What follows belongs to an exercise in optimizing a design on an open flow for small area and a short achievable clock period; a production flow would make more cautious choices. No functional check of the RTL was part of any run shown here. No activity file was given, so power comes from the tool's default toggle rates.

`design/flow/config.mk`:
```
export PLATFORM = sky130hd
export DESIGN_NAME = vec_multi_core
export DESIGN_NICKNAME = vec_multi_core
export VERILOG_FILES = /design/flow/design.v
export SDC_FILE = /design/flow/constraint.sdc
export NUM_CORES = 4
export LEC_CHECK = 0
export CAP_MARGIN = 20
export CORE_MARGIN = 2
export CORE_UTILIZATION = 40
export SETUP_SLACK_MARGIN = 0.9
export SLEW_MARGIN = 20
export SYNTH_HIERARCHICAL = 1
```
`design/flow/constraint.sdc`:
```
create_clock -name core_clock -period 3.0 [get_ports {clk}]
set_input_delay 0.6000 -clock core_clock [delete_from_list [all_inputs] [get_ports {clk}]]
set_output_delay 0.6000 -clock core_clock [all_outputs]
set_load 0.01 [all_outputs]
```
`design/flow/design.v`:
```
`timescale 1ns / 1ps
module vec_multi_core #(
    parameter int LEN = 32,
    parameter int DATA_WIDTH = 8
) (
    input logic clk,
    input logic rst_n,
    input logic i_data_valid,
    input logic i_load_weight,
    input logic [LEN*DATA_WIDTH-1:0] i_data,
    input logic [2*LEN-1:0] i_weight,
    output logic o_data_ready,
    output logic signed [31:0] o_result
);
  logic [LEN-1:0] wp, wn;
  logic wv;
  always_ff @(posedge clk) begin
    if (i_load_weight) begin
      for (int i = 0; i < LEN; i++) begin
        wp[i] <= i_weight[2*i+1] & ~i_weight[2*i];
        wn[i] <= ~i_weight[2*i+1] & ~i_weight[2*i];
      end
    end
  end
  always_ff @(posedge clk or negedge rst_n) begin
    if (!rst_n) wv <= 1'b0;
    else if (i_load_weight) wv <= 1'b1;
  end
  logic [LEN*DATA_WIDTH-1:0] zq;
  always_comb begin
    for (int i = 0; i < LEN; i++) begin
      for (int j = 0; j < DATA_WIDTH; j++) begin
        if (j == DATA_WIDTH - 1) zq[8*i+j] = i_data[8*i+j] ? wp[i] : wn[i];
        else zq[8*i+j] = ~(i_data[8*i+j] ? wp[i] : wn[i]);
      end
    end
  end
  logic [133:0] r1;
  logic [47:0] r2;
  logic [24:0] r3;
  logic s1;
  logic c2;
  logic s3;
  logic c4;
  logic s5;
  logic c6;
  logic s7;
  logic c8;
  logic s9;
  logic c10;
  logic s11;
  logic c12;
  logic s13;
  logic c14;
  logic s15;
  logic c16;
  logic s17;
  logic c18;
  logic s19;
  logic c20;
  logic i21;
  logic s22;
  logic c23;
  logic s24;
  logic c25;
  logic s26;
  logic c27;
  logic s28;
  logic c29;
  logic s30;
  logic c31;
  logic s32;
  logic c33;
  logic s34;
  logic c35;
  logic s36;
  logic c37;
  logic s38;
  logic c39;
  logic s40;
  logic c41;
  logic s42;
  logic c43;
  logic s44;
  logic c45;
  logic s46;
  logic c47;
  logic s48;
  logic c49;
  logic s50;
  logic c51;
  logic s52;
  logic c53;
  logic s54;
  logic c55;
  logic i56;
  logic s57;
  logic c58;
  logic s59;
  logic c60;
  logic s61;
  logic c62;
  logic s63;
  logic c64;
  logic s65;
  logic c66;
  logic s67;
  logic c68;
  logic s69;
  logic c70;
  logic s71;
  logic c72;
  logic s73;
  logic c74;
  logic s75;
  logic c76;
  logic s77;
  logic c78;
  logic i79;
  logic s80;
  logic c81;
  logic s82;
  logic c83;
  logic s84;
  logic c85;
  logic s86;
  logic c87;
  logic s88;
  logic c89;
  logic s90;
  logic c91;
  logic s92;
  logic c93;
  logic s94;
  logic c95;
  logic s96;
  logic c97;
  logic s98;
  logic c99;
  logic i100;
  logic s101;
  logic c102;
  logic s103;
  logic c104;
  logic s105;
  logic c106;
  logic s107;
  logic c108;
  logic s109;
  logic c110;
  logic s111;
  logic c112;
  logic s113;
  logic c114;
  logic s115;
  logic c116;
  logic s117;
  logic c118;
  logic s119;
  logic c120;
  logic s121;
  logic c122;
  logic s123;
  logic c124;
  logic s125;
  logic c126;
  logic s127;
  logic c128;
  logic s129;
  logic c130;
  logic s131;
  logic c132;
  logic s133;
  logic c134;
  logic s135;
  logic c136;
  logic s137;
  logic c138;
  logic s139;
  logic c140;
  logic s141;
  logic c142;
  logic s143;
  logic c144;
  logic s145;
  logic c146;
  logic s147;
  logic c148;
  logic s149;
  logic c150;
  logic s151;
  logic c152;
  logic s153;
  logic c154;
  logic s155;
  logic c156;
  logic s157;
  logic c158;
  logic s159;
  logic c160;
  logic s161;
  logic c162;
  logic s163;
  logic c164;
  logic s165;
  logic c166;
  logic s167;
  logic c168;
  logic s169;
  logic c170;
  logic s171;
  logic c172;
  logic s173;
  logic c174;
  logic s175;
  logic c176;
  logic s177;
  logic c178;
  logic s179;
  logic c180;
  logic s181;
  logic c182;
  logic s183;
  logic c184;
  logic s185;
  logic c186;
  logic s187;
  logic c188;
  logic s189;
  logic c190;
  logic s191;
  logic c192;
  logic s193;
  logic c194;
  logic s195;
  logic c196;
  logic s197;
  logic c198;
  logic s199;
  logic c200;
  logic s201;
  logic c202;
  logic s203;
  logic c204;
  logic s205;
  logic c206;
  logic s207;
  logic c208;
  logic s209;
  logic c210;
  logic s211;
  logic c212;
  logic s213;
  logic c214;
  logic s215;
  logic c216;
  logic s217;
  logic c218;
  logic s219;
  logic c220;
  logic s221;
  logic c222;
  logic s223;
  logic c224;
  logic s225;
  logic c226;
  logic s227;
  logic c228;
  logic s229;
  logic c230;
  logic s231;
  logic c232;
  logic s233;
  logic c234;
  logic s235;
  logic c236;
  logic s237;
  logic c238;
  logic s239;
  logic c240;
  logic s241;
  logic c242;
  logic s243;
  logic c244;
  logic s245;
  logic c246;
  logic s247;
  logic c248;
  logic s249;
  logic c250;
  logic s251;
  logic c252;
  logic s253;
  logic c254;
  logic s255;
  logic c256;
  logic s257;
  logic c258;
  logic s259;
  logic c260;
  logic s261;
  logic c262;
  logic s263;
  logic c264;
  logic s265;
  logic c266;
  logic s267;
  logic c268;
  logic s269;
  logic c270;
  logic s271;
  logic c272;
  logic s273;
  logic c274;
  logic s275;
  logic c276;
  logic s277;
  logic c278;
  logic s279;
  logic c280;
  logic s281;
  logic c282;
  logic s283;
  logic c284;
  logic s285;
  logic c286;
  logic s287;
  logic c288;
  logic s289;
  logic c290;
  logic s291;
  logic c292;
  logic s293;
  logic c294;
  logic s295;
  logic c296;
  logic s297;
  logic c298;
  logic s299;
  logic c300;
  logic s301;
  logic c302;
  logic s303;
  logic c304;
  logic s305;
  logic c306;
  logic s307;
  logic c308;
  logic s309;
  logic c310;
  logic s311;
  logic c312;
  logic s313;
  logic c314;
  logic s315;
  logic c316;
  logic i317;
  logic s318;
  logic c319;
  logic s320;
  logic c321;
  logic s322;
  logic c323;
  logic s324;
  logic c325;
  logic s326;
  logic c327;
  logic s328;
  logic c329;
  logic s330;
  logic c331;
  logic s332;
  logic c333;
  logic s334;
  logic c335;
  logic i336;
  logic s337;
  logic c338;
  logic s339;
  logic c340;
  logic s341;
  logic c342;
  logic s343;
  logic c344;
  logic s345;
  logic c346;
  logic s347;
  logic c348;
  logic s349;
  logic c350;
  logic i351;
  logic s352;
  logic c353;
  logic s354;
  logic c355;
  logic s356;
  logic c357;
  logic s358;
  logic c359;
  logic s360;
  logic c361;
  logic s362;
  logic c363;
  logic s364;
  logic c365;
  logic s366;
  logic c367;
  logic s368;
  logic c369;
  logic s370;
  logic c371;
  logic s372;
  logic c373;
  logic s374;
  logic c375;
  logic s376;
  logic c377;
  logic s378;
  logic c379;
  logic i380;
  logic s381;
  logic c382;
  logic s383;
  logic c384;
  logic s385;
  logic c386;
  logic s387;
  logic c388;
  logic s389;
  logic c390;
  logic s391;
  logic c392;
  logic s393;
  logic c394;
  logic s395;
  logic c396;
  logic s397;
  logic c398;
  logic s399;
  logic c400;
  logic s401;
  logic c402;
  logic s403;
  logic c404;
  logic s405;
  logic c406;
  logic s407;
  logic c408;
  logic s409;
  logic c410;
  logic s411;
  logic c412;
  logic s413;
  logic c414;
  logic s415;
  logic c416;
  logic s417;
  logic c418;
  logic s419;
  logic c420;
  logic s421;
  logic c422;
  logic s423;
  logic c424;
  logic s425;
  logic c426;
  logic s427;
  logic c428;
  logic s429;
  logic c430;
  logic s431;
  logic c432;
  logic s433;
  logic c434;
  logic s435;
  logic c436;
  logic s437;
  logic c438;
  logic s439;
  logic c440;
  logic s441;
  logic c442;
  logic s443;
  logic c444;
  logic s445;
  logic c446;
  logic s447;
  logic c448;
  logic s449;
  logic c450;
  logic s451;
  logic c452;
  logic s453;
  logic c454;
  logic s455;
  logic c456;
  logic s457;
  logic c458;
  logic s459;
  logic c460;
  logic s461;
  logic c462;
  logic s463;
  logic c464;
  logic s465;
  logic c466;
  logic s467;
  logic c468;
  logic s469;
  logic c470;
  logic s471;
  logic c472;
  logic s473;
  logic c474;
  logic s475;
  logic c476;
  logic s477;
  logic c478;
  logic s479;
  logic c480;
  logic s481;
  logic c482;
  logic s483;
  logic c484;
  logic s485;
  logic c486;
  logic s487;
  logic c488;
  logic i489;
  logic s490;
  logic c491;
  logic i492;
  logic s493;
  logic c494;
  logic s495;
  logic c496;
  logic s497;
  logic c498;
  logic s499;
  logic c500;
  logic s501;
  logic c502;
  logic s503;
  logic c504;
  logic s505;
  logic c506;
  logic s507;
  logic c508;
  logic s509;
  logic c510;
  logic s511;
  logic c512;
  logic s513;
  logic c514;
  logic s515;
  logic c516;
  logic s517;
  logic c518;
  logic i519;
  logic s520;
  logic c521;
  logic i522;
  logic s523;
  logic c524;
  logic s525;
  logic c526;
  logic s527;
  logic c528;
  logic s529;
  logic c530;
  logic s531;
  logic c532;
  logic s533;
  logic c534;
  logic s535;
  logic c536;
  logic s537;
  logic c538;
  logic i539;
  logic s540;
  logic c541;
  logic i542;
  logic s543;
  logic c544;
  logic i545;
  logic s546;
  logic c547;
  logic s548;
  logic c549;
  logic s550;
  logic c551;
  logic s552;
  logic c553;
  logic s554;
  logic c555;
  logic s556;
  logic c557;
  logic s558;
  logic c559;
  logic s560;
  logic c561;
  logic s562;
  logic c563;
  logic i564;
  vmc_fa u_s1 (.a(wn[0]), .b(wn[1]), .c(wn[2]), .s(s1), .co(c2));
  vmc_fa u_s3 (.a(wn[3]), .b(wn[4]), .c(wn[5]), .s(s3), .co(c4));
  vmc_fa u_s5 (.a(wn[6]), .b(wn[7]), .c(wn[8]), .s(s5), .co(c6));
  vmc_fa u_s7 (.a(wn[9]), .b(wn[10]), .c(wn[11]), .s(s7), .co(c8));
  vmc_fa u_s9 (.a(wn[12]), .b(wn[13]), .c(wn[14]), .s(s9), .co(c10));
  vmc_fa u_s11 (.a(wn[15]), .b(wn[16]), .c(wn[17]), .s(s11), .co(c12));
  vmc_fa u_s13 (.a(wn[18]), .b(wn[19]), .c(wn[20]), .s(s13), .co(c14));
  vmc_fa u_s15 (.a(wn[21]), .b(wn[22]), .c(wn[23]), .s(s15), .co(c16));
  vmc_fa u_s17 (.a(wn[24]), .b(wn[25]), .c(wn[26]), .s(s17), .co(c18));
  vmc_fa u_s19 (.a(wn[27]), .b(wn[28]), .c(wn[29]), .s(s19), .co(c20));
  assign i21 = ~zq[0];
  vmc_fa u_s22 (.a(wn[30]), .b(wn[31]), .c(i21), .s(s22), .co(c23));
  vmc_fa u_s24 (.a(zq[8]), .b(zq[16]), .c(zq[24]), .s(s24), .co(c25));
  vmc_fa u_s26 (.a(zq[32]), .b(zq[40]), .c(zq[48]), .s(s26), .co(c27));
  vmc_fa u_s28 (.a(zq[56]), .b(zq[64]), .c(zq[72]), .s(s28), .co(c29));
  vmc_fa u_s30 (.a(zq[80]), .b(zq[88]), .c(zq[96]), .s(s30), .co(c31));
  vmc_fa u_s32 (.a(zq[104]), .b(zq[112]), .c(zq[120]), .s(s32), .co(c33));
  vmc_fa u_s34 (.a(zq[128]), .b(zq[136]), .c(zq[144]), .s(s34), .co(c35));
  vmc_fa u_s36 (.a(zq[152]), .b(zq[160]), .c(zq[168]), .s(s36), .co(c37));
  vmc_fa u_s38 (.a(zq[176]), .b(zq[184]), .c(zq[192]), .s(s38), .co(c39));
  vmc_fa u_s40 (.a(zq[200]), .b(zq[208]), .c(zq[216]), .s(s40), .co(c41));
  vmc_fa u_s42 (.a(zq[224]), .b(zq[232]), .c(zq[240]), .s(s42), .co(c43));
  vmc_fa u_s44 (.a(s1), .b(s3), .c(s5), .s(s44), .co(c45));
  vmc_fa u_s46 (.a(s7), .b(s9), .c(s11), .s(s46), .co(c47));
  vmc_fa u_s48 (.a(s13), .b(s15), .c(s17), .s(s48), .co(c49));
  vmc_fa u_s50 (.a(zq[248]), .b(s24), .c(s26), .s(s50), .co(c51));
  vmc_fa u_s52 (.a(s28), .b(s30), .c(s32), .s(s52), .co(c53));
  vmc_fa u_s54 (.a(s34), .b(s36), .c(s38), .s(s54), .co(c55));
  assign i56 = ~s19;
  vmc_fa u_s57 (.a(i56), .b(s40), .c(s42), .s(s57), .co(c58));
  vmc_fa u_s59 (.a(zq[1]), .b(zq[9]), .c(zq[17]), .s(s59), .co(c60));
  vmc_fa u_s61 (.a(zq[25]), .b(zq[33]), .c(zq[41]), .s(s61), .co(c62));
  vmc_fa u_s63 (.a(zq[49]), .b(zq[57]), .c(zq[65]), .s(s63), .co(c64));
  vmc_fa u_s65 (.a(zq[73]), .b(zq[81]), .c(zq[89]), .s(s65), .co(c66));
  vmc_fa u_s67 (.a(zq[97]), .b(zq[105]), .c(zq[113]), .s(s67), .co(c68));
  vmc_fa u_s69 (.a(zq[121]), .b(zq[129]), .c(zq[137]), .s(s69), .co(c70));
  vmc_fa u_s71 (.a(zq[145]), .b(zq[153]), .c(zq[161]), .s(s71), .co(c72));
  vmc_fa u_s73 (.a(zq[169]), .b(zq[177]), .c(zq[185]), .s(s73), .co(c74));
  vmc_fa u_s75 (.a(zq[193]), .b(zq[201]), .c(zq[209]), .s(s75), .co(c76));
  vmc_fa u_s77 (.a(zq[217]), .b(zq[225]), .c(zq[233]), .s(s77), .co(c78));
  assign i79 = ~c2;
  vmc_fa u_s80 (.a(zq[241]), .b(zq[249]), .c(i79), .s(s80), .co(c81));
  vmc_fa u_s82 (.a(c4), .b(c6), .c(c8), .s(s82), .co(c83));
  vmc_fa u_s84 (.a(c10), .b(c12), .c(c14), .s(s84), .co(c85));
  vmc_fa u_s86 (.a(c16), .b(c18), .c(c20), .s(s86), .co(c87));
  vmc_fa u_s88 (.a(c25), .b(c27), .c(c29), .s(s88), .co(c89));
  vmc_fa u_s90 (.a(c31), .b(c33), .c(c35), .s(s90), .co(c91));
  vmc_fa u_s92 (.a(c37), .b(c39), .c(c41), .s(s92), .co(c93));
  vmc_fa u_s94 (.a(c43), .b(s59), .c(s61), .s(s94), .co(c95));
  vmc_fa u_s96 (.a(s63), .b(s65), .c(s67), .s(s96), .co(c97));
  vmc_fa u_s98 (.a(s69), .b(s71), .c(s73), .s(s98), .co(c99));
  assign i100 = ~c23;
  vmc_fa u_s101 (.a(s75), .b(s77), .c(i100), .s(s101), .co(c102));
  vmc_fa u_s103 (.a(zq[2]), .b(zq[10]), .c(zq[18]), .s(s103), .co(c104));
  vmc_fa u_s105 (.a(zq[26]), .b(zq[34]), .c(zq[42]), .s(s105), .co(c106));
  vmc_fa u_s107 (.a(zq[50]), .b(zq[58]), .c(zq[66]), .s(s107), .co(c108));
  vmc_fa u_s109 (.a(zq[74]), .b(zq[82]), .c(zq[90]), .s(s109), .co(c110));
  vmc_fa u_s111 (.a(zq[98]), .b(zq[106]), .c(zq[114]), .s(s111), .co(c112));
  vmc_fa u_s113 (.a(zq[122]), .b(zq[130]), .c(zq[138]), .s(s113), .co(c114));
  vmc_fa u_s115 (.a(zq[146]), .b(zq[154]), .c(zq[162]), .s(s115), .co(c116));
  vmc_fa u_s117 (.a(zq[170]), .b(zq[178]), .c(zq[186]), .s(s117), .co(c118));
  vmc_fa u_s119 (.a(zq[194]), .b(zq[202]), .c(zq[210]), .s(s119), .co(c120));
  vmc_fa u_s121 (.a(zq[218]), .b(zq[226]), .c(zq[234]), .s(s121), .co(c122));
  vmc_fa u_s123 (.a(zq[242]), .b(zq[250]), .c(c60), .s(s123), .co(c124));
  vmc_fa u_s125 (.a(c62), .b(c64), .c(c66), .s(s125), .co(c126));
  vmc_fa u_s127 (.a(c68), .b(c70), .c(c72), .s(s127), .co(c128));
  vmc_fa u_s129 (.a(c74), .b(c76), .c(c78), .s(s129), .co(c130));
  vmc_fa u_s131 (.a(s103), .b(s105), .c(s107), .s(s131), .co(c132));
  vmc_fa u_s133 (.a(s109), .b(s111), .c(s113), .s(s133), .co(c134));
  vmc_fa u_s135 (.a(s115), .b(s117), .c(s119), .s(s135), .co(c136));
  vmc_fa u_s137 (.a(zq[3]), .b(zq[11]), .c(zq[19]), .s(s137), .co(c138));
  vmc_fa u_s139 (.a(zq[27]), .b(zq[35]), .c(zq[43]), .s(s139), .co(c140));
  vmc_fa u_s141 (.a(zq[51]), .b(zq[59]), .c(zq[67]), .s(s141), .co(c142));
  vmc_fa u_s143 (.a(zq[75]), .b(zq[83]), .c(zq[91]), .s(s143), .co(c144));
  vmc_fa u_s145 (.a(zq[99]), .b(zq[107]), .c(zq[115]), .s(s145), .co(c146));
  vmc_fa u_s147 (.a(zq[123]), .b(zq[131]), .c(zq[139]), .s(s147), .co(c148));
  vmc_fa u_s149 (.a(zq[147]), .b(zq[155]), .c(zq[163]), .s(s149), .co(c150));
  vmc_fa u_s151 (.a(zq[171]), .b(zq[179]), .c(zq[187]), .s(s151), .co(c152));
  vmc_fa u_s153 (.a(zq[195]), .b(zq[203]), .c(zq[211]), .s(s153), .co(c154));
  vmc_fa u_s155 (.a(zq[219]), .b(zq[227]), .c(zq[235]), .s(s155), .co(c156));
  vmc_fa u_s157 (.a(zq[243]), .b(zq[251]), .c(c104), .s(s157), .co(c158));
  vmc_fa u_s159 (.a(c106), .b(c108), .c(c110), .s(s159), .co(c160));
  vmc_fa u_s161 (.a(c112), .b(c114), .c(c116), .s(s161), .co(c162));
  vmc_fa u_s163 (.a(c118), .b(c120), .c(c122), .s(s163), .co(c164));
  vmc_fa u_s165 (.a(s137), .b(s139), .c(s141), .s(s165), .co(c166));
  vmc_fa u_s167 (.a(s143), .b(s145), .c(s147), .s(s167), .co(c168));
  vmc_fa u_s169 (.a(s149), .b(s151), .c(s153), .s(s169), .co(c170));
  vmc_fa u_s171 (.a(zq[4]), .b(zq[12]), .c(zq[20]), .s(s171), .co(c172));
  vmc_fa u_s173 (.a(zq[28]), .b(zq[36]), .c(zq[44]), .s(s173), .co(c174));
  vmc_fa u_s175 (.a(zq[52]), .b(zq[60]), .c(zq[68]), .s(s175), .co(c176));
  vmc_fa u_s177 (.a(zq[76]), .b(zq[84]), .c(zq[92]), .s(s177), .co(c178));
  vmc_fa u_s179 (.a(zq[100]), .b(zq[108]), .c(zq[116]), .s(s179), .co(c180));
  vmc_fa u_s181 (.a(zq[124]), .b(zq[132]), .c(zq[140]), .s(s181), .co(c182));
  vmc_fa u_s183 (.a(zq[148]), .b(zq[156]), .c(zq[164]), .s(s183), .co(c184));
  vmc_fa u_s185 (.a(zq[172]), .b(zq[180]), .c(zq[188]), .s(s185), .co(c186));
  vmc_fa u_s187 (.a(zq[196]), .b(zq[204]), .c(zq[212]), .s(s187), .co(c188));
  vmc_fa u_s189 (.a(zq[220]), .b(zq[228]), .c(zq[236]), .s(s189), .co(c190));
  vmc_fa u_s191 (.a(zq[244]), .b(zq[252]), .c(c138), .s(s191), .co(c192));
  vmc_fa u_s193 (.a(c140), .b(c142), .c(c144), .s(s193), .co(c194));
  vmc_fa u_s195 (.a(c146), .b(c148), .c(c150), .s(s195), .co(c196));
  vmc_fa u_s197 (.a(c152), .b(c154), .c(c156), .s(s197), .co(c198));
  vmc_fa u_s199 (.a(s171), .b(s173), .c(s175), .s(s199), .co(c200));
  vmc_fa u_s201 (.a(s177), .b(s179), .c(s181), .s(s201), .co(c202));
  vmc_fa u_s203 (.a(s183), .b(s185), .c(s187), .s(s203), .co(c204));
  vmc_fa u_s205 (.a(zq[5]), .b(zq[13]), .c(zq[21]), .s(s205), .co(c206));
  vmc_fa u_s207 (.a(zq[29]), .b(zq[37]), .c(zq[45]), .s(s207), .co(c208));
  vmc_fa u_s209 (.a(zq[53]), .b(zq[61]), .c(zq[69]), .s(s209), .co(c210));
  vmc_fa u_s211 (.a(zq[77]), .b(zq[85]), .c(zq[93]), .s(s211), .co(c212));
  vmc_fa u_s213 (.a(zq[101]), .b(zq[109]), .c(zq[117]), .s(s213), .co(c214));
  vmc_fa u_s215 (.a(zq[125]), .b(zq[133]), .c(zq[141]), .s(s215), .co(c216));
  vmc_fa u_s217 (.a(zq[149]), .b(zq[157]), .c(zq[165]), .s(s217), .co(c218));
  vmc_fa u_s219 (.a(zq[173]), .b(zq[181]), .c(zq[189]), .s(s219), .co(c220));
  vmc_fa u_s221 (.a(zq[197]), .b(zq[205]), .c(zq[213]), .s(s221), .co(c222));
  vmc_fa u_s223 (.a(zq[221]), .b(zq[229]), .c(zq[237]), .s(s223), .co(c224));
  vmc_fa u_s225 (.a(zq[245]), .b(zq[253]), .c(c172), .s(s225), .co(c226));
  vmc_fa u_s227 (.a(c174), .b(c176), .c(c178), .s(s227), .co(c228));
  vmc_fa u_s229 (.a(c180), .b(c182), .c(c184), .s(s229), .co(c230));
  vmc_fa u_s231 (.a(c186), .b(c188), .c(c190), .s(s231), .co(c232));
  vmc_fa u_s233 (.a(s205), .b(s207), .c(s209), .s(s233), .co(c234));
  vmc_fa u_s235 (.a(s211), .b(s213), .c(s215), .s(s235), .co(c236));
  vmc_fa u_s237 (.a(s217), .b(s219), .c(s221), .s(s237), .co(c238));
  vmc_fa u_s239 (.a(zq[6]), .b(zq[14]), .c(zq[22]), .s(s239), .co(c240));
  vmc_fa u_s241 (.a(zq[30]), .b(zq[38]), .c(zq[46]), .s(s241), .co(c242));
  vmc_fa u_s243 (.a(zq[54]), .b(zq[62]), .c(zq[70]), .s(s243), .co(c244));
  vmc_fa u_s245 (.a(zq[78]), .b(zq[86]), .c(zq[94]), .s(s245), .co(c246));
  vmc_fa u_s247 (.a(zq[102]), .b(zq[110]), .c(zq[118]), .s(s247), .co(c248));
  vmc_fa u_s249 (.a(zq[126]), .b(zq[134]), .c(zq[142]), .s(s249), .co(c250));
  vmc_fa u_s251 (.a(zq[150]), .b(zq[158]), .c(zq[166]), .s(s251), .co(c252));
  vmc_fa u_s253 (.a(zq[174]), .b(zq[182]), .c(zq[190]), .s(s253), .co(c254));
  vmc_fa u_s255 (.a(zq[198]), .b(zq[206]), .c(zq[214]), .s(s255), .co(c256));
  vmc_fa u_s257 (.a(zq[222]), .b(zq[230]), .c(zq[238]), .s(s257), .co(c258));
  vmc_fa u_s259 (.a(zq[246]), .b(zq[254]), .c(c206), .s(s259), .co(c260));
  vmc_fa u_s261 (.a(c208), .b(c210), .c(c212), .s(s261), .co(c262));
  vmc_fa u_s263 (.a(c214), .b(c216), .c(c218), .s(s263), .co(c264));
  vmc_fa u_s265 (.a(c220), .b(c222), .c(c224), .s(s265), .co(c266));
  vmc_fa u_s267 (.a(s239), .b(s241), .c(s243), .s(s267), .co(c268));
  vmc_fa u_s269 (.a(s245), .b(s247), .c(s249), .s(s269), .co(c270));
  vmc_fa u_s271 (.a(s251), .b(s253), .c(s255), .s(s271), .co(c272));
  vmc_fa u_s273 (.a(zq[7]), .b(zq[15]), .c(zq[23]), .s(s273), .co(c274));
  vmc_fa u_s275 (.a(zq[31]), .b(zq[39]), .c(zq[47]), .s(s275), .co(c276));
  vmc_fa u_s277 (.a(zq[55]), .b(zq[63]), .c(zq[71]), .s(s277), .co(c278));
  vmc_fa u_s279 (.a(zq[79]), .b(zq[87]), .c(zq[95]), .s(s279), .co(c280));
  vmc_fa u_s281 (.a(zq[103]), .b(zq[111]), .c(zq[119]), .s(s281), .co(c282));
  vmc_fa u_s283 (.a(zq[127]), .b(zq[135]), .c(zq[143]), .s(s283), .co(c284));
  vmc_fa u_s285 (.a(zq[151]), .b(zq[159]), .c(zq[167]), .s(s285), .co(c286));
  vmc_fa u_s287 (.a(zq[175]), .b(zq[183]), .c(zq[191]), .s(s287), .co(c288));
  vmc_fa u_s289 (.a(zq[199]), .b(zq[207]), .c(zq[215]), .s(s289), .co(c290));
  vmc_fa u_s291 (.a(zq[223]), .b(zq[231]), .c(zq[239]), .s(s291), .co(c292));
  vmc_fa u_s293 (.a(zq[247]), .b(zq[255]), .c(c240), .s(s293), .co(c294));
  vmc_fa u_s295 (.a(c242), .b(c244), .c(c246), .s(s295), .co(c296));
  vmc_fa u_s297 (.a(c248), .b(c250), .c(c252), .s(s297), .co(c298));
  vmc_fa u_s299 (.a(c254), .b(c256), .c(c258), .s(s299), .co(c300));
  vmc_fa u_s301 (.a(s273), .b(s275), .c(s277), .s(s301), .co(c302));
  vmc_fa u_s303 (.a(s279), .b(s281), .c(s283), .s(s303), .co(c304));
  vmc_fa u_s305 (.a(s285), .b(s287), .c(s289), .s(s305), .co(c306));
  vmc_fa u_s307 (.a(c274), .b(c276), .c(c278), .s(s307), .co(c308));
  vmc_fa u_s309 (.a(c280), .b(c282), .c(c284), .s(s309), .co(c310));
  vmc_fa u_s311 (.a(c286), .b(c288), .c(c290), .s(s311), .co(c312));
  vmc_fa u_s313 (.a(r1[0]), .b(r1[1]), .c(r1[2]), .s(s313), .co(c314));
  vmc_fa u_s315 (.a(r1[4]), .b(r1[5]), .c(r1[6]), .s(s315), .co(c316));
  assign i317 = ~r1[7];
  vmc_fa u_s318 (.a(r1[3]), .b(i317), .c(s313), .s(s318), .co(c319));
  vmc_fa u_s320 (.a(r1[8]), .b(r1[9]), .c(r1[10]), .s(s320), .co(c321));
  vmc_fa u_s322 (.a(r1[11]), .b(r1[12]), .c(r1[13]), .s(s322), .co(c323));
  vmc_fa u_s324 (.a(r1[14]), .b(r1[15]), .c(r1[16]), .s(s324), .co(c325));
  vmc_fa u_s326 (.a(r1[17]), .b(r1[18]), .c(r1[19]), .s(s326), .co(c327));
  vmc_fa u_s328 (.a(r1[20]), .b(r1[21]), .c(r1[22]), .s(s328), .co(c329));
  vmc_fa u_s330 (.a(r1[23]), .b(r1[24]), .c(r1[25]), .s(s330), .co(c331));
  vmc_fa u_s332 (.a(c314), .b(s320), .c(s322), .s(s332), .co(c333));
  vmc_fa u_s334 (.a(c316), .b(s324), .c(s326), .s(s334), .co(c335));
  assign i336 = ~c319;
  vmc_fa u_s337 (.a(s328), .b(s330), .c(i336), .s(s337), .co(c338));
  vmc_fa u_s339 (.a(r1[27]), .b(r1[28]), .c(r1[29]), .s(s339), .co(c340));
  vmc_fa u_s341 (.a(r1[26]), .b(r1[30]), .c(r1[31]), .s(s341), .co(c342));
  vmc_fa u_s343 (.a(r1[32]), .b(r1[33]), .c(r1[34]), .s(s343), .co(c344));
  vmc_fa u_s345 (.a(r1[35]), .b(r1[36]), .c(r1[37]), .s(s345), .co(c346));
  vmc_fa u_s347 (.a(r1[38]), .b(r1[39]), .c(r1[40]), .s(s347), .co(c348));
  vmc_fa u_s349 (.a(r1[41]), .b(r1[42]), .c(r1[43]), .s(s349), .co(c350));
  assign i351 = ~r1[44];
  vmc_fa u_s352 (.a(i351), .b(c321), .c(c323), .s(s352), .co(c353));
  vmc_fa u_s354 (.a(c325), .b(c327), .c(c329), .s(s354), .co(c355));
  vmc_fa u_s356 (.a(c331), .b(s341), .c(s343), .s(s356), .co(c357));
  vmc_fa u_s358 (.a(s345), .b(s347), .c(s349), .s(s358), .co(c359));
  vmc_fa u_s360 (.a(s339), .b(c333), .c(s352), .s(s360), .co(c361));
  vmc_fa u_s362 (.a(c335), .b(s354), .c(s356), .s(s362), .co(c363));
  vmc_fa u_s364 (.a(r1[45]), .b(r1[46]), .c(r1[47]), .s(s364), .co(c365));
  vmc_fa u_s366 (.a(r1[48]), .b(r1[49]), .c(r1[50]), .s(s366), .co(c367));
  vmc_fa u_s368 (.a(r1[51]), .b(r1[52]), .c(r1[53]), .s(s368), .co(c369));
  vmc_fa u_s370 (.a(r1[54]), .b(r1[55]), .c(r1[56]), .s(s370), .co(c371));
  vmc_fa u_s372 (.a(r1[57]), .b(r1[58]), .c(r1[59]), .s(s372), .co(c373));
  vmc_fa u_s374 (.a(c342), .b(c344), .c(c346), .s(s374), .co(c375));
  vmc_fa u_s376 (.a(c348), .b(c350), .c(s364), .s(s376), .co(c377));
  vmc_fa u_s378 (.a(s366), .b(s368), .c(s370), .s(s378), .co(c379));
  assign i380 = ~s372;
  vmc_fa u_s381 (.a(c340), .b(i380), .c(c353), .s(s381), .co(c382));
  vmc_fa u_s383 (.a(c355), .b(c357), .c(c359), .s(s383), .co(c384));
  vmc_fa u_s385 (.a(s374), .b(s376), .c(s378), .s(s385), .co(c386));
  vmc_fa u_s387 (.a(r1[60]), .b(r1[61]), .c(r1[62]), .s(s387), .co(c388));
  vmc_fa u_s389 (.a(r1[63]), .b(r1[64]), .c(r1[65]), .s(s389), .co(c390));
  vmc_fa u_s391 (.a(r1[66]), .b(r1[67]), .c(r1[68]), .s(s391), .co(c392));
  vmc_fa u_s393 (.a(r1[69]), .b(r1[70]), .c(r1[71]), .s(s393), .co(c394));
  vmc_fa u_s395 (.a(r1[72]), .b(r1[73]), .c(r1[74]), .s(s395), .co(c396));
  vmc_fa u_s397 (.a(c365), .b(c367), .c(c369), .s(s397), .co(c398));
  vmc_fa u_s399 (.a(c371), .b(c373), .c(s387), .s(s399), .co(c400));
  vmc_fa u_s401 (.a(s389), .b(s391), .c(s393), .s(s401), .co(c402));
  vmc_fa u_s403 (.a(s395), .b(c375), .c(c377), .s(s403), .co(c404));
  vmc_fa u_s405 (.a(c379), .b(s397), .c(s399), .s(s405), .co(c406));
  vmc_fa u_s407 (.a(r1[75]), .b(r1[76]), .c(r1[77]), .s(s407), .co(c408));
  vmc_fa u_s409 (.a(r1[78]), .b(r1[79]), .c(r1[80]), .s(s409), .co(c410));
  vmc_fa u_s411 (.a(r1[81]), .b(r1[82]), .c(r1[83]), .s(s411), .co(c412));
  vmc_fa u_s413 (.a(r1[84]), .b(r1[85]), .c(r1[86]), .s(s413), .co(c414));
  vmc_fa u_s415 (.a(r1[87]), .b(r1[88]), .c(r1[89]), .s(s415), .co(c416));
  vmc_fa u_s417 (.a(c388), .b(c390), .c(c392), .s(s417), .co(c418));
  vmc_fa u_s419 (.a(c394), .b(c396), .c(s407), .s(s419), .co(c420));
  vmc_fa u_s421 (.a(s409), .b(s411), .c(s413), .s(s421), .co(c422));
  vmc_fa u_s423 (.a(s415), .b(c398), .c(c400), .s(s423), .co(c424));
  vmc_fa u_s425 (.a(c402), .b(s417), .c(s419), .s(s425), .co(c426));
  vmc_fa u_s427 (.a(r1[90]), .b(r1[91]), .c(r1[92]), .s(s427), .co(c428));
  vmc_fa u_s429 (.a(r1[93]), .b(r1[94]), .c(r1[95]), .s(s429), .co(c430));
  vmc_fa u_s431 (.a(r1[96]), .b(r1[97]), .c(r1[98]), .s(s431), .co(c432));
  vmc_fa u_s433 (.a(r1[99]), .b(r1[100]), .c(r1[101]), .s(s433), .co(c434));
  vmc_fa u_s435 (.a(r1[102]), .b(r1[103]), .c(r1[104]), .s(s435), .co(c436));
  vmc_fa u_s437 (.a(c408), .b(c410), .c(c412), .s(s437), .co(c438));
  vmc_fa u_s439 (.a(c414), .b(c416), .c(s427), .s(s439), .co(c440));
  vmc_fa u_s441 (.a(s429), .b(s431), .c(s433), .s(s441), .co(c442));
  vmc_fa u_s443 (.a(s435), .b(c418), .c(c420), .s(s443), .co(c444));
  vmc_fa u_s445 (.a(c422), .b(s437), .c(s439), .s(s445), .co(c446));
  vmc_fa u_s447 (.a(r1[105]), .b(r1[106]), .c(r1[107]), .s(s447), .co(c448));
  vmc_fa u_s449 (.a(r1[108]), .b(r1[109]), .c(r1[110]), .s(s449), .co(c450));
  vmc_fa u_s451 (.a(r1[111]), .b(r1[112]), .c(r1[113]), .s(s451), .co(c452));
  vmc_fa u_s453 (.a(r1[114]), .b(r1[115]), .c(r1[116]), .s(s453), .co(c454));
  vmc_fa u_s455 (.a(r1[117]), .b(r1[118]), .c(r1[119]), .s(s455), .co(c456));
  vmc_fa u_s457 (.a(c428), .b(c430), .c(c432), .s(s457), .co(c458));
  vmc_fa u_s459 (.a(c434), .b(c436), .c(s447), .s(s459), .co(c460));
  vmc_fa u_s461 (.a(s449), .b(s451), .c(s453), .s(s461), .co(c462));
  vmc_fa u_s463 (.a(s455), .b(c438), .c(c440), .s(s463), .co(c464));
  vmc_fa u_s465 (.a(c442), .b(s457), .c(s459), .s(s465), .co(c466));
  vmc_fa u_s467 (.a(r1[120]), .b(r1[121]), .c(r1[122]), .s(s467), .co(c468));
  vmc_fa u_s469 (.a(r1[123]), .b(r1[124]), .c(r1[125]), .s(s469), .co(c470));
  vmc_fa u_s471 (.a(r1[126]), .b(r1[127]), .c(r1[128]), .s(s471), .co(c472));
  vmc_fa u_s473 (.a(r1[129]), .b(r1[130]), .c(c448), .s(s473), .co(c474));
  vmc_fa u_s475 (.a(c450), .b(c452), .c(c454), .s(s475), .co(c476));
  vmc_fa u_s477 (.a(c456), .b(s467), .c(s469), .s(s477), .co(c478));
  vmc_fa u_s479 (.a(s471), .b(c458), .c(c460), .s(s479), .co(c480));
  vmc_fa u_s481 (.a(c462), .b(s473), .c(s475), .s(s481), .co(c482));
  vmc_fa u_s483 (.a(r1[131]), .b(r1[132]), .c(r1[133]), .s(s483), .co(c484));
  vmc_fa u_s485 (.a(c468), .b(c470), .c(c472), .s(s485), .co(c486));
  vmc_fa u_s487 (.a(s483), .b(c474), .c(c476), .s(s487), .co(c488));
  assign i489 = ~r2[9];
  vmc_fa u_s490 (.a(i489), .b(r2[10]), .c(1'b1), .s(s490), .co(c491));
  assign i492 = ~r2[15];
  vmc_fa u_s493 (.a(r2[14]), .b(i492), .c(r2[16]), .s(s493), .co(c494));
  vmc_fa u_s495 (.a(r2[17]), .b(r2[18]), .c(1'b1), .s(s495), .co(c496));
  vmc_fa u_s497 (.a(r2[20]), .b(r2[21]), .c(r2[22]), .s(s497), .co(c498));
  vmc_fa u_s499 (.a(r2[23]), .b(r2[24]), .c(1'b1), .s(s499), .co(c500));
  vmc_fa u_s501 (.a(r2[25]), .b(r2[26]), .c(r2[27]), .s(s501), .co(c502));
  vmc_fa u_s503 (.a(r2[28]), .b(r2[29]), .c(1'b1), .s(s503), .co(c504));
  vmc_fa u_s505 (.a(r2[30]), .b(r2[31]), .c(r2[32]), .s(s505), .co(c506));
  vmc_fa u_s507 (.a(r2[33]), .b(r2[34]), .c(1'b1), .s(s507), .co(c508));
  vmc_fa u_s509 (.a(r2[35]), .b(r2[36]), .c(r2[37]), .s(s509), .co(c510));
  vmc_fa u_s511 (.a(r2[38]), .b(r2[39]), .c(1'b1), .s(s511), .co(c512));
  vmc_fa u_s513 (.a(r2[40]), .b(r2[41]), .c(r2[42]), .s(s513), .co(c514));
  vmc_fa u_s515 (.a(r2[43]), .b(r2[44]), .c(1'b1), .s(s515), .co(c516));
  vmc_fa u_s517 (.a(r2[45]), .b(r2[46]), .c(1'b1), .s(s517), .co(c518));
  assign i519 = ~r2[5];
  vmc_ha u_s520 (.a(i519), .b(r2[6]), .s(s520), .co(c521));
  assign i522 = ~r2[11];
  vmc_fa u_s523 (.a(i522), .b(r2[12]), .c(r2[13]), .s(s523), .co(c524));
  vmc_fa u_s525 (.a(r2[19]), .b(s495), .c(c491), .s(s525), .co(c526));
  vmc_fa u_s527 (.a(s499), .b(c496), .c(s497), .s(s527), .co(c528));
  vmc_fa u_s529 (.a(s503), .b(c500), .c(s501), .s(s529), .co(c530));
  vmc_fa u_s531 (.a(s507), .b(c504), .c(s505), .s(s531), .co(c532));
  vmc_fa u_s533 (.a(s511), .b(c508), .c(s509), .s(s533), .co(c534));
  vmc_fa u_s535 (.a(s515), .b(c512), .c(s513), .s(s535), .co(c536));
  vmc_fa u_s537 (.a(r2[47]), .b(s517), .c(c516), .s(s537), .co(c538));
  assign i539 = ~r2[2];
  vmc_fa u_s540 (.a(i539), .b(r2[3]), .c(1'b1), .s(s540), .co(c541));
  assign i542 = ~s520;
  vmc_fa u_s543 (.a(r2[7]), .b(r2[8]), .c(i542), .s(s543), .co(c544));
  assign i545 = ~c521;
  vmc_fa u_s546 (.a(s490), .b(i545), .c(s523), .s(s546), .co(c547));
  vmc_fa u_s548 (.a(s493), .b(c524), .c(s525), .s(s548), .co(c549));
  vmc_fa u_s550 (.a(c494), .b(c526), .c(s527), .s(s550), .co(c551));
  vmc_fa u_s552 (.a(c498), .b(s529), .c(c528), .s(s552), .co(c553));
  vmc_fa u_s554 (.a(c502), .b(s531), .c(c530), .s(s554), .co(c555));
  vmc_fa u_s556 (.a(c506), .b(s533), .c(c532), .s(s556), .co(c557));
  vmc_fa u_s558 (.a(c510), .b(s535), .c(c534), .s(s558), .co(c559));
  vmc_fa u_s560 (.a(c514), .b(s537), .c(c536), .s(s560), .co(c561));
  vmc_fa u_s562 (.a(c518), .b(c538), .c(1'b1), .s(s562), .co(c563));
  assign i564 = ~r3[1];
  logic [4:1] vld;
  logic [4:1] wvp;
  always_ff @(posedge clk or negedge rst_n) begin
    if (!rst_n) vld <= '0;
    else vld <= {vld[3:1], i_data_valid};
  end
  always_ff @(posedge clk) begin
    wvp <= {wvp[3:1], wv};
  end
  always_ff @(posedge clk) begin
      r1[0] <= s22;
      r1[1] <= s44;
      r1[2] <= s46;
      r1[3] <= s48;
      r1[4] <= s50;
      r1[5] <= s52;
      r1[6] <= s54;
      r1[7] <= s57;
      r1[8] <= c45;
      r1[9] <= c47;
      r1[10] <= c49;
      r1[11] <= s82;
      r1[12] <= s84;
      r1[13] <= s86;
      r1[14] <= s80;
      r1[15] <= c51;
      r1[16] <= c53;
      r1[17] <= c55;
      r1[18] <= c58;
      r1[19] <= s88;
      r1[20] <= s90;
      r1[21] <= s92;
      r1[22] <= s94;
      r1[23] <= s96;
      r1[24] <= s98;
      r1[25] <= s101;
      r1[26] <= s121;
      r1[27] <= c83;
      r1[28] <= c85;
      r1[29] <= c87;
      r1[30] <= c81;
      r1[31] <= c89;
      r1[32] <= c91;
      r1[33] <= c93;
      r1[34] <= c95;
      r1[35] <= c97;
      r1[36] <= c99;
      r1[37] <= s123;
      r1[38] <= s125;
      r1[39] <= s127;
      r1[40] <= s129;
      r1[41] <= s131;
      r1[42] <= s133;
      r1[43] <= s135;
      r1[44] <= c102;
      r1[45] <= s155;
      r1[46] <= c124;
      r1[47] <= c126;
      r1[48] <= c128;
      r1[49] <= c130;
      r1[50] <= c132;
      r1[51] <= c134;
      r1[52] <= c136;
      r1[53] <= s157;
      r1[54] <= s159;
      r1[55] <= s161;
      r1[56] <= s163;
      r1[57] <= s165;
      r1[58] <= s167;
      r1[59] <= s169;
      r1[60] <= s189;
      r1[61] <= c158;
      r1[62] <= c160;
      r1[63] <= c162;
      r1[64] <= c164;
      r1[65] <= c166;
      r1[66] <= c168;
      r1[67] <= c170;
      r1[68] <= s191;
      r1[69] <= s193;
      r1[70] <= s195;
      r1[71] <= s197;
      r1[72] <= s199;
      r1[73] <= s201;
      r1[74] <= s203;
      r1[75] <= s223;
      r1[76] <= c192;
      r1[77] <= c194;
      r1[78] <= c196;
      r1[79] <= c198;
      r1[80] <= c200;
      r1[81] <= c202;
      r1[82] <= c204;
      r1[83] <= s225;
      r1[84] <= s227;
      r1[85] <= s229;
      r1[86] <= s231;
      r1[87] <= s233;
      r1[88] <= s235;
      r1[89] <= s237;
      r1[90] <= s257;
      r1[91] <= c226;
      r1[92] <= c228;
      r1[93] <= c230;
      r1[94] <= c232;
      r1[95] <= c234;
      r1[96] <= c236;
      r1[97] <= c238;
      r1[98] <= s259;
      r1[99] <= s261;
      r1[100] <= s263;
      r1[101] <= s265;
      r1[102] <= s267;
      r1[103] <= s269;
      r1[104] <= s271;
      r1[105] <= s291;
      r1[106] <= c260;
      r1[107] <= c262;
      r1[108] <= c264;
      r1[109] <= c266;
      r1[110] <= c268;
      r1[111] <= c270;
      r1[112] <= c272;
      r1[113] <= s293;
      r1[114] <= s295;
      r1[115] <= s297;
      r1[116] <= s299;
      r1[117] <= s301;
      r1[118] <= s303;
      r1[119] <= s305;
      r1[120] <= c292;
      r1[121] <= c294;
      r1[122] <= c296;
      r1[123] <= c298;
      r1[124] <= c300;
      r1[125] <= c302;
      r1[126] <= c304;
      r1[127] <= c306;
      r1[128] <= s307;
      r1[129] <= s309;
      r1[130] <= s311;
      r1[131] <= c308;
      r1[132] <= c310;
      r1[133] <= c312;
  end
  always_ff @(posedge clk) begin
      r2[0] <= s315;
      r2[1] <= s318;
      r2[2] <= s332;
      r2[3] <= s334;
      r2[4] <= s337;
      r2[5] <= s358;
      r2[6] <= s360;
      r2[7] <= s362;
      r2[8] <= c338;
      r2[9] <= c361;
      r2[10] <= c363;
      r2[11] <= s381;
      r2[12] <= s383;
      r2[13] <= s385;
      r2[14] <= s401;
      r2[15] <= c382;
      r2[16] <= c384;
      r2[17] <= c386;
      r2[18] <= s403;
      r2[19] <= s405;
      r2[20] <= s421;
      r2[21] <= c404;
      r2[22] <= c406;
      r2[23] <= s423;
      r2[24] <= s425;
      r2[25] <= s441;
      r2[26] <= c424;
      r2[27] <= c426;
      r2[28] <= s443;
      r2[29] <= s445;
      r2[30] <= s461;
      r2[31] <= c444;
      r2[32] <= c446;
      r2[33] <= s463;
      r2[34] <= s465;
      r2[35] <= s477;
      r2[36] <= c464;
      r2[37] <= c466;
      r2[38] <= s479;
      r2[39] <= s481;
      r2[40] <= c478;
      r2[41] <= s485;
      r2[42] <= c480;
      r2[43] <= c482;
      r2[44] <= s487;
      r2[45] <= c484;
      r2[46] <= c486;
      r2[47] <= c488;
  end
  always_ff @(posedge clk) begin
      r3[0] <= r2[0];
      r3[1] <= r2[1];
      r3[2] <= r2[4];
      r3[3] <= s540;
      r3[4] <= s543;
      r3[5] <= c541;
      r3[6] <= s546;
      r3[7] <= c544;
      r3[8] <= s548;
      r3[9] <= c547;
      r3[10] <= s550;
      r3[11] <= c549;
      r3[12] <= s552;
      r3[13] <= c551;
      r3[14] <= s554;
      r3[15] <= c553;
      r3[16] <= s556;
      r3[17] <= c555;
      r3[18] <= s558;
      r3[19] <= c557;
      r3[20] <= s560;
      r3[21] <= c559;
      r3[22] <= s562;
      r3[23] <= c561;
      r3[24] <= c563;
  end
  logic [13:0] fa, fb, sum, res;
  assign fa = {1'b0, 1'b0, r3[22], r3[20], r3[18], r3[16], r3[14], r3[12], r3[10], r3[8], r3[6], r3[4], r3[2], r3[0]};
  assign fb = {1'b1, r3[24], r3[23], r3[21], r3[19], r3[17], r3[15], r3[13], r3[11], r3[9], r3[7], r3[5], r3[3], i564};
  assign sum = ~(fa + fb + 14'd1);
  always_ff @(posedge clk) res <= wvp[3] ? sum : '0;
  assign o_result = {{18{res[13]}}, res};
  assign o_data_ready = vld[4];
endmodule
module vmc_fa (
    input  logic a,
    input  logic b,
    input  logic c,
    output logic s,
    output logic co
);
  assign s  = a ^ b ^ c;
  assign co = (a & b) | (a & c) | (b & c);
endmodule
module vmc_ha (
    input  logic a,
    input  logic b,
    output logic s,
    output logic co
);
  assign s  = a ^ b;
  assign co = a & b;
endmodule
```
`design/flow/flow/run.sh`:
```
#!/bin/bash
# Standard layout (the standard.sh, unchanged synthesis) with two changes:
#  - the port buffers are buf_1 cells rather than the clkdlybuf4s50 delay cells
#    that buffer_ports picks by default (every port still gets its own buffer);
#  - clock tree synthesis runs without dummy loads, with the buffers listed below.
export BUFFER_PORTS_ARGS="-buffer_cell sky130_fd_sc_hd__buf_1"
export CTS_ARGS="-sink_clustering_enable -repair_clock_nets -dont_use_dummy_load -buf_list sky130_fd_sc_hd__clkbuf_16 -sink_clustering_size 30 -sink_clustering_max_diameter 100"
bash standard.sh > standard.log 2>&1
```
`design/flow/standard.sh`:
```
#!/bin/bash
# synth_recipe.tcl (not shown) runs the flow's synth.tcl, then flattens the netlist and writes it again
# the make line also repeats each setting of config.mk as NAME=value (left out here)
make -C /OpenROAD-flow-scripts/flow DESIGN_CONFIG=/design/flow/config.mk WORK_HOME=/design/flow/orfs CLKGATE_MAP_FILE= SYNTH_SCRIPT=/design/flow/synth_recipe.tcl "${@:-finish}"
```
==> impl_metrics.toml, run 1 <==
[floorplan]
start_util = 0.407
die_y_um = 203
die_w_um = 203
core_sq_um = 38900
rows = 72
ioPinCount = 357
fp.dieArea_sq_um = 41200

[timing]
tns_ns = 0
fmax_mhz = 434
fin_worst_skew_ns = 0.0725
slew_headroom = 0.586
setup_viol = 0
hold_viol = 0
post-route-period-util = 0.768
slew_violations = 0
rsz0062_at_grt = "yes"
finalCriticalPeriod_ns = 2.30
tightest_slew_ns = 0.621
fin_ws_ns = 0.695

[critical_path]
cp_max_fo = 4
worst-endpoint-required_ns = 3.48
reg2reg_to = "res[12]"
path_class = "register to register"
endpoint_kind = "register"
rrSetupSlack_ns = 0.70
rr_startpoint = "r3[0]"
arrival_ns = 2.78
reg2regPathDepth = 9
crit_path_start_kind = "register"

[routing]
drt-initial-drc-count = 385
ant_nets = 0
routed_wl_um = 42500
vias = 9091
vias_per_cell = 4.79
drc = 0
first_pass_iters = 4
wl_per_cell_um = 22.4

[clock_tree]
clkTransAtPathRegs_ns = 0.11
cts_made_buffers = 16
clock-sinks = 293
cts_tree = "built"
clockRootBuffer = "clkbuf_16"
cts_max_level = 1
clk_path_buf_depth = 3
clk_latency_ns = 0.52

[min_path]
hold_end = "vld[1]"
min_path_type = "primary input to register"
hp-start = "i_data_valid"
whs_path_depth = 1

[power_and_ir_drop]
irDropWorstVdd_uv = 514
p_leak_nw = 7.26
power.total_mw = 17.7
p_per_area_nw_per_um2 = 974

[grt]
grtUsageMet1 = 0.269
overflow = 0
antenna_found_initial = 0
grt_max_degree = 31
grt_pass1_vias = 10300
grt_use_total = 0.211
grt_first_pass_wirelength_um = 62900
busiest_layer = "met2"
gr-usage-met3 = 0.0305
grtUsageMet2 = 0.377

[yosys]
synth_edf_count = 64
ys_types = 36
ys_seq_area_frac = 0.412
synth_top_area_cell = "fa_1"
syn_area_sq_um = 15900
avgSynthCellArea_sq_um = 15.3
synthTopCellsByArea = "fa_1 (35%), dfxtp_1 (28%), mux2i_1 (14%)"
synth_top_area_share = 0.346
synth-main-ff-cell = "dfxtp_1"
ys.warnings.count = 7
ys_ff_latch = 293
syn_inst = 1035
async_flop_share = 0.0171

[run]
max-cap-violations = 0

[placed_design]
place_congestion = 0.888
pre_cts_ws_ns = 0.727
dpl.hpwl_um = 36300
io_buffers = 356

[final_layout]
final_common_cell = "buf_1"
mostFrequentLayoutCells = "buf_1 (355), fa_1 (273), mux2i_1 (226), dfxtp_1 (224), edfxtp_1 (64)"
multi_input_area_sq_um = 9050
seqCellArea_sq_um = 6530
drive_gt1_frac = 0.0536
nNetsFinal = 1994
areaGrowthSynthToFinish_pct = 14.5
n_antenna_cell = 0
fillers = 3541

[run_status]
outcome = "no timing/DRC/antenna violations"
[Yosys stat by module, one instance, submodules excluded]
module	cell area (sq um)	cells
vec_multi_core	10400	761
vmc_fa	20.0	1
vmc_ha	12.5	1
[cell families after synthesis]
kind of cell,after synthesis,share of synthesized area
DFF,293,0.412
adders and majority gates,287,0.356
muxes,259,0.166
and+or+nand+nor,94,0.0298
buffers and inverters,69,0.0206
AOI/OAI and AO/OA,26,0.0117
xor gates and xnor gates,6,0.00332
other,1,0.000237
[metal layers]
metal	up-vias	share of wire
met2	253	0.52
met5	-	0
li1	4112	-
met3	53	0.044
met4	0	0.028
met1	4673	0.41
[timing repair]
item                                    in CTS  in global routing
resized for setup                            1                  4
buffers inserted                             1                 11
endpoints found under the setup margin       1                  6
pin swaps                                    1                  3
endpoints found under the hold margin        5                  0
hold buffers                                 1                  0
[sequential cells by signal (all words and copies together) (netlist names)]
register and count:
r1 134, r2 48, wn 32, wp 32
r3 25, res 14, vld 4, wvp 3
wv 1
[through the flow]
| step | std cells | hold WS, ns | utilization | cell area, sq um |
|---|---|---|---|---|
| 3_5_place_dp | 1870 | 0.314 | 0.453 | 17600 |
| 5_1_grt | 1899 | 0.161 | 0.467 | 18200 |
| 6_report | 1899 | 0.191 | 0.467 | 18200 |
| 2_1_floorplan | 1044 | 0.304 | - | 15900 |
| 4_1_cts | 1888 | 0.167 | 0.464 | 18100 |
| 3_3_place_gp | 1870 | 0.315 | 0.453 | 17600 |
[worst max-delay path by stage]
stage	start	slack (ns)	cells past startpoint	endpoint
after floorplan	r3[0]	0.89	9	res[12]
after global placement	i_data[152]	0.76	4	r1[6]
after detailed placement	r3[0]	0.73	9	res[12]
after CTS	r3[0]	0.74	9	res[12]
after global routing	r3[0]	0.58	9	res[12]
final	r3[0]	0.70	9	res[12]
[cell usage after synthesis, drive strengths merged (6+ instances only)]
cell type	instances
fa	274
mux2i	226
dfxtp	224
edfxtp	64
nor2	41
mux2	33
nor2b	33
clkbuf	32
inv	19
buf	18
ha	13
a21oi	8
nand2	6
[final cells by class]
type | instances | share of cell area
multi-input combinational | 682 | 0.499
sequential | 293 | 0.360
timing repair buffer | 371 | 0.0800
tap | 518 | 0.0357
clock buffer | 16 | 0.0221
inverter | 19 | 0.00393
[critical path, stage by stage (launching register included)]
cell      delay, ns
dfxtp_1        0.32
inv_1          0.05
ha_2           0.17
inv_1          0.06
fa_2           0.36
a21o_1         0.22
a221oi_4       0.32
and3b_1        0.23
or4_4          0.41
a21oi_2        0.12
[power breakdown]
| group | switching, mW | internal, mW |
|---|---|---|
| combinational | 4.44 | 4.06 |
| clock | 1.25 | 0.959 |
| sequential | 1.19 | 5.78 |
| total | 6.89 | 10.8 |
==> run 2: changes to the inputs <==
--- a/design/flow/design.v
+++ b/design/flow/design.v
@@ -12,25 +12,28 @@
     output logic o_data_ready,
     output logic signed [31:0] o_result
 );
+  logic [2*LEN-1:0] wreg;
   logic [LEN-1:0] wp, wn;
   logic wv;
   always_ff @(posedge clk) begin
-    if (i_load_weight) begin
-      for (int i = 0; i < LEN; i++) begin
-        wp[i] <= i_weight[2*i+1] & ~i_weight[2*i];
-        wn[i] <= ~i_weight[2*i+1] & ~i_weight[2*i];
-      end
+    if (i_load_weight) wreg <= i_weight;
+  end
+  always_comb begin
+    for (int i = 0; i < LEN; i++) begin
+      wp[i] = wreg[2*i+1] & ~wreg[2*i];
+      wn[i] = ~wreg[2*i+1] & ~wreg[2*i];
     end
   end
   always_ff @(posedge clk or negedge rst_n) begin
     if (!rst_n) wv <= 1'b0;
     else if (i_load_weight) wv <= 1'b1;
   end
+  localparam int MSB_TRUE = 0;
   logic [LEN*DATA_WIDTH-1:0] zq;
   always_comb begin
     for (int i = 0; i < LEN; i++) begin
       for (int j = 0; j < DATA_WIDTH; j++) begin
-        if (j == DATA_WIDTH - 1) zq[8*i+j] = i_data[8*i+j] ? wp[i] : wn[i];
+        if (j == DATA_WIDTH - 1 && MSB_TRUE == 0) zq[8*i+j] = i_data[8*i+j] ? wp[i] : wn[i];
         else zq[8*i+j] = ~(i_data[8*i+j] ? wp[i] : wn[i]);
       end
     end
@@ -601,7 +604,6 @@
   logic c561;
   logic s562;
   logic c563;
-  logic i564;
   vmc_fa u_s1 (.a(wn[0]), .b(wn[1]), .c(wn[2]), .s(s1), .co(c2));
   vmc_fa u_s3 (.a(wn[3]), .b(wn[4]), .c(wn[5]), .s(s3), .co(c4));
   vmc_fa u_s5 (.a(wn[6]), .b(wn[7]), .c(wn[8]), .s(s5), .co(c6));
@@ -891,7 +893,6 @@
   vmc_fa u_s558 (.a(c510), .b(s535), .c(c534), .s(s558), .co(c559));
   vmc_fa u_s560 (.a(c514), .b(s537), .c(c536), .s(s560), .co(c561));
   vmc_fa u_s562 (.a(c518), .b(c538), .c(1'b1), .s(s562), .co(c563));
-  assign i564 = ~r3[1];
   logic [4:1] vld;
   logic [4:1] wvp;
   always_ff @(posedge clk or negedge rst_n) begin
@@ -1115,9 +1116,9 @@
       r3[24] <= c563;
   end
   logic [13:0] fa, fb, sum, res;
-  assign fa = {1'b0, 1'b0, r3[22], r3[20], r3[18], r3[16], r3[14], r3[12], r3[10], r3[8], r3[6], r3[4], r3[2], r3[0]};
-  assign fb = {1'b1, r3[24], r3[23], r3[21], r3[19], r3[17], r3[15], r3[13], r3[11], r3[9], r3[7], r3[5], r3[3], i564};
-  assign sum = ~(fa + fb + 14'd1);
+  assign fa = {1'b1, 1'b1, ~r3[22], ~r3[20], ~r3[18], ~r3[16], ~r3[14], ~r3[12], ~r3[10], ~r3[8], ~r3[6], ~r3[4], ~r3[2], ~r3[0]};
+  assign fb = {1'b0, ~r3[24], ~r3[23], ~r3[21], ~r3[19], ~r3[17], ~r3[15], ~r3[13], ~r3[11], ~r3[9], ~r3[7], ~r3[5], ~r3[3], r3[1]};
+  assign sum = fa + fb;
   always_ff @(posedge clk) res <= wvp[3] ? sum : '0;
   assign o_result = {{18{res[13]}}, res};
   assign o_data_ready = vld[4];
==> run 2 against run 1 <==
  * Combinational power fell by 4.1%
  * Highest routed layer unchanged
  * Count of clock-buffer cells in the layout unchanged
  * Final cell count increased by 17%
  * Synthesized area rose by 7.3%
  * Synthesized cell count grew 25%
  * Die area rose by 7.1%
  * Via count grew 11%
  * Still clean on timing, DRC and antenna
  * Hold slack improved by 0.021 ns
  * Routed wire length is 4.3% higher
  * Critical path depth down 4
  * Non-clock buffer count is 43 higher
==> impl_metrics.toml, run 2 <==
[floorplan]
die_w_um = 210
start_util = 0.405
ioPinCount = 357
die_y_um = 210
rows = 75
core_sq_um = 41900
fp.dieArea_sq_um = 44200

[clock_tree]
cts_max_level = 1
clockRootBuffer = "clkbuf_16"
clock-sinks = 293
cts_tree = "built"
clkTransAtPathRegs_ns = 0.11
cts_made_buffers = 16
clk_latency_ns = 0.53
clk_path_buf_depth = 3

[yosys]
synth_compound_area_frac = 0.0100
synth_commonest_cells = "fa_1 (274), nand2b_1 (231), xnor2_1 (226)"
synth-main-ff-cell = "dfxtp_1"
synth_top_family_by_area = "adder cells"
synthTopCellsByArea = "fa_1 (32%), dfxtp_1 (26%), xnor2_1 (12%)"
synth_xor_xnor_area_share = 0.134
synth_most_common_cell = "fa_1"
synthMuxAreaShare = 0.00235
synth_edf_count = 64
ys_types = 36
synth_top_area_cell = "fa_1"
async_flop_share = 0.0171
synth_top_area_share = 0.322
syn_inst = 1296
ys_seq_area_frac = 0.384
synthSimpleGateAreaFrac = 0.111
synth_fa_ha_area_frac = 0.332
avgSynthCellArea_sq_um = 13.1
ys_ff_latch = 293
syn_area_sq_um = 17000
ys.warnings.count = 7

[timing]
whs_ns = 0.212
rsz0062_at_grt = "no"
setup_viol = 0
finalCriticalPeriod_ns = 2.03
slew_headroom = 0.578
post-route-period-util = 0.677
hold_viol = 0
fin_worst_skew_ns = 0.0553
fmax_mhz = 492
slew_violations = 0
tns_ns = 0
tightest_slew_ns = 0.633

[routing]
wl_met2_um = 23300
vias_per_cell = 4.52
wl_per_cell_um = 19.9
vias = 10100
dr_wl_met3_um = 1760
top_layer = "met4"
wl_met1_um = 18100
drt-initial-drc-count = 410
drc = 0
first_pass_iters = 4
ant_nets = 0
routed_wl_um = 44300

[final_layout]
fillers = 3831
n_antenna_cell = 0
multi_input_area_sq_um = 10100
top_regs = "r1 x134, wreg x64, r2 x48"
mostFrequentLayoutCells = "buf_1 (355), fa_1 (268), nand2b_1 (231), xnor2_1 (226), dfxtp_1 (224)"
largest_reg_flops = 134
seqCellArea_sq_um = 6530
drive_gt1_frac = 0.0511
nNetsFinal = 2296
final_common_cell = "buf_1"
largest-register = "r1"
areaGrowthSynthToFinish_pct = 15.9

[critical_path]
cp_slowest_cell = "fa_2"
worst-endpoint-required_ns = 3.38
cp_num_buf_inv = 1
crit_family = "adder cells"
slowest_delay_ns = 0.65
path_class = "register to register"
cp_cell_sequence = "buf_4, xnor2_1, nand2b_1, fa_2, fa_1"
cp_max_fo = 9
crit_path_start_kind = "register"
rrSetupSlack_ns = 0.97
endpoint_kind = "register"
arrival_ns = 2.41

[power_and_ir_drop]
switchingPower_mw = 6.52
p_per_area_nw_per_um2 = 860
power.total_mw = 17.0
combPwrFrac = 0.481
clkPwrFrac = 0.131
switching_share = 0.384
power_frac_seq = 0.388
intPower_mw = 10.4
irDropWorstVdd_uv = 452
p_leak_nw = 7.01

[grt]
grt_first_pass_wirelength_um = 65100
grt_use_total = 0.202
overflow = 0
antenna_found_initial = 1
grt_pass1_vias = 11100
grt_max_degree = 43

[placed_design]
dpl.hpwl_um = 37900
place_congestion = 0.851
io_buffers = 356

[run]
max-cap-violations = 0

[min_path]
min_path_type = "primary input to register"

[run_status]
outcome = "no timing/DRC/antenna violations"
## run 2: layout make-up
type	instances	share of cell area
Tap cell	539	0.0342
Timing Repair Buffer	414	0.0951
Inverter	39	0.00743
Multi-Input combinational cell	921	0.512
Clock buffer	16	0.0203
Sequential cell	293	0.331
## run 2: power by group through the flow
stage / Sequential, mW / Combinational [mW] / Clock (mW)
after floorplan: 6.25 / 5.51 / 0
after global placement: 6.82 / 7.80 / 0
after detailed placement: 6.83 / 8.01 / 0
after CTS: 6.66 / 8.20 / 2.31
after global routing: 6.71 / 9.29 / 2.44
final: 6.58 / 8.15 / 2.23
## run 2: what timing repair did
action | CTS | global route
pin swaps | 0 | 2
buffers inserted | 35 | 19
hold buffers | 1 | 0
setup endpoints to repair | 26 | 37
gates resized for setup | 0 | 9
endpoints found under the hold margin | 5 | 0
## run 2: stage by stage
stage	instance area, sq um	util	instances	worst slack, ns
floorplan	17000	-	1305	1.10
global placement	18800	0.448	2151	0.777
detailed placement	18800	0.448	2151	0.735
CTS	19500	0.465	2203	0.904
global route	19700	0.470	2222	0.900
finish	19700	0.470	2222	0.968
## run 2: worst reg2reg max path: stages, from the launching register on
cell	delay (ns)
edfxtp_1	0.38
buf_4	0.19
xnor2_1	0.17
nand2b_1	0.11
fa_2	0.65
fa_1	0.40
## run 2: final timing paths
check                        startpoint     end  depth (start not counted)
max in group asynchronous         rst_n      wv                          2
min reg2reg                      wvp[1]  wvp[2]                          0
min in group asynchronous         rst_n  vld[4]                          2
max                            wreg[31]  r1[24]                          5
max reg2reg                    wreg[31]  r1[24]                          5
min                        i_data_valid  vld[1]                          1
## run 2: Yosys stat by module (local to each module, per instance)
module | flip-flops and latches | copies in the design | cells inside | cell area [sq um]
vmc_ha | 0 | 1 | 1 | 12.5
vmc_fa | 0 | 273 | 1 | 20.0
vec_multi_core | 293 | 1 | 1022 | 11500
## run 2: layer usage
metal  vias to the layer above  track usage
li1                       4705            -
met1                      5033        0.253
met2                       261        0.369
met3                        51       0.0241
met4                         0       0.0545
met5                         -            0
## run 2: cells by family (layout without fill, tap and decap cells)
logic type,count (synthesis),in the layout
buf+inv,91,469
xor+xnor,260,260
compound gates,24,24
fa+ha+maj,287,287
simple gates,336,336
flops,293,293
other cells,1,10
mux,4,4

static timing again, ports no longer ideal:
Ports are ideal in the flow. The routed layouts listed here were re-timed in OpenROAD.
Step 1 sets driving cells, clkbuf_16 on the clock port and buf_2 on the other inputs (assumed; they add their load-dependent delay and slew).
Step 2, shift: input delay + t, output delay - t, t = (earliest + latest rising clock arrival at the registers) / 2. This alone moves slack from input paths to output paths.
a / b / c = ideal ports / drivers / drivers and shift; a / b = the first two.
run | t (ns) | slack for setup (ns) | worst slew at a driven data input, ns
run 1 | 0.541 | 0.695 / 0.695 / 0.695 | 0.07
run 2 | 0.556 | 0.968 / 0.968 / 0.833 | 0.07
After both steps setup and hold are still met in every run listed. The setup slack of run 2, which loses most, moves by 0.000 ns with the drivers and by -0.135 ns with both steps.
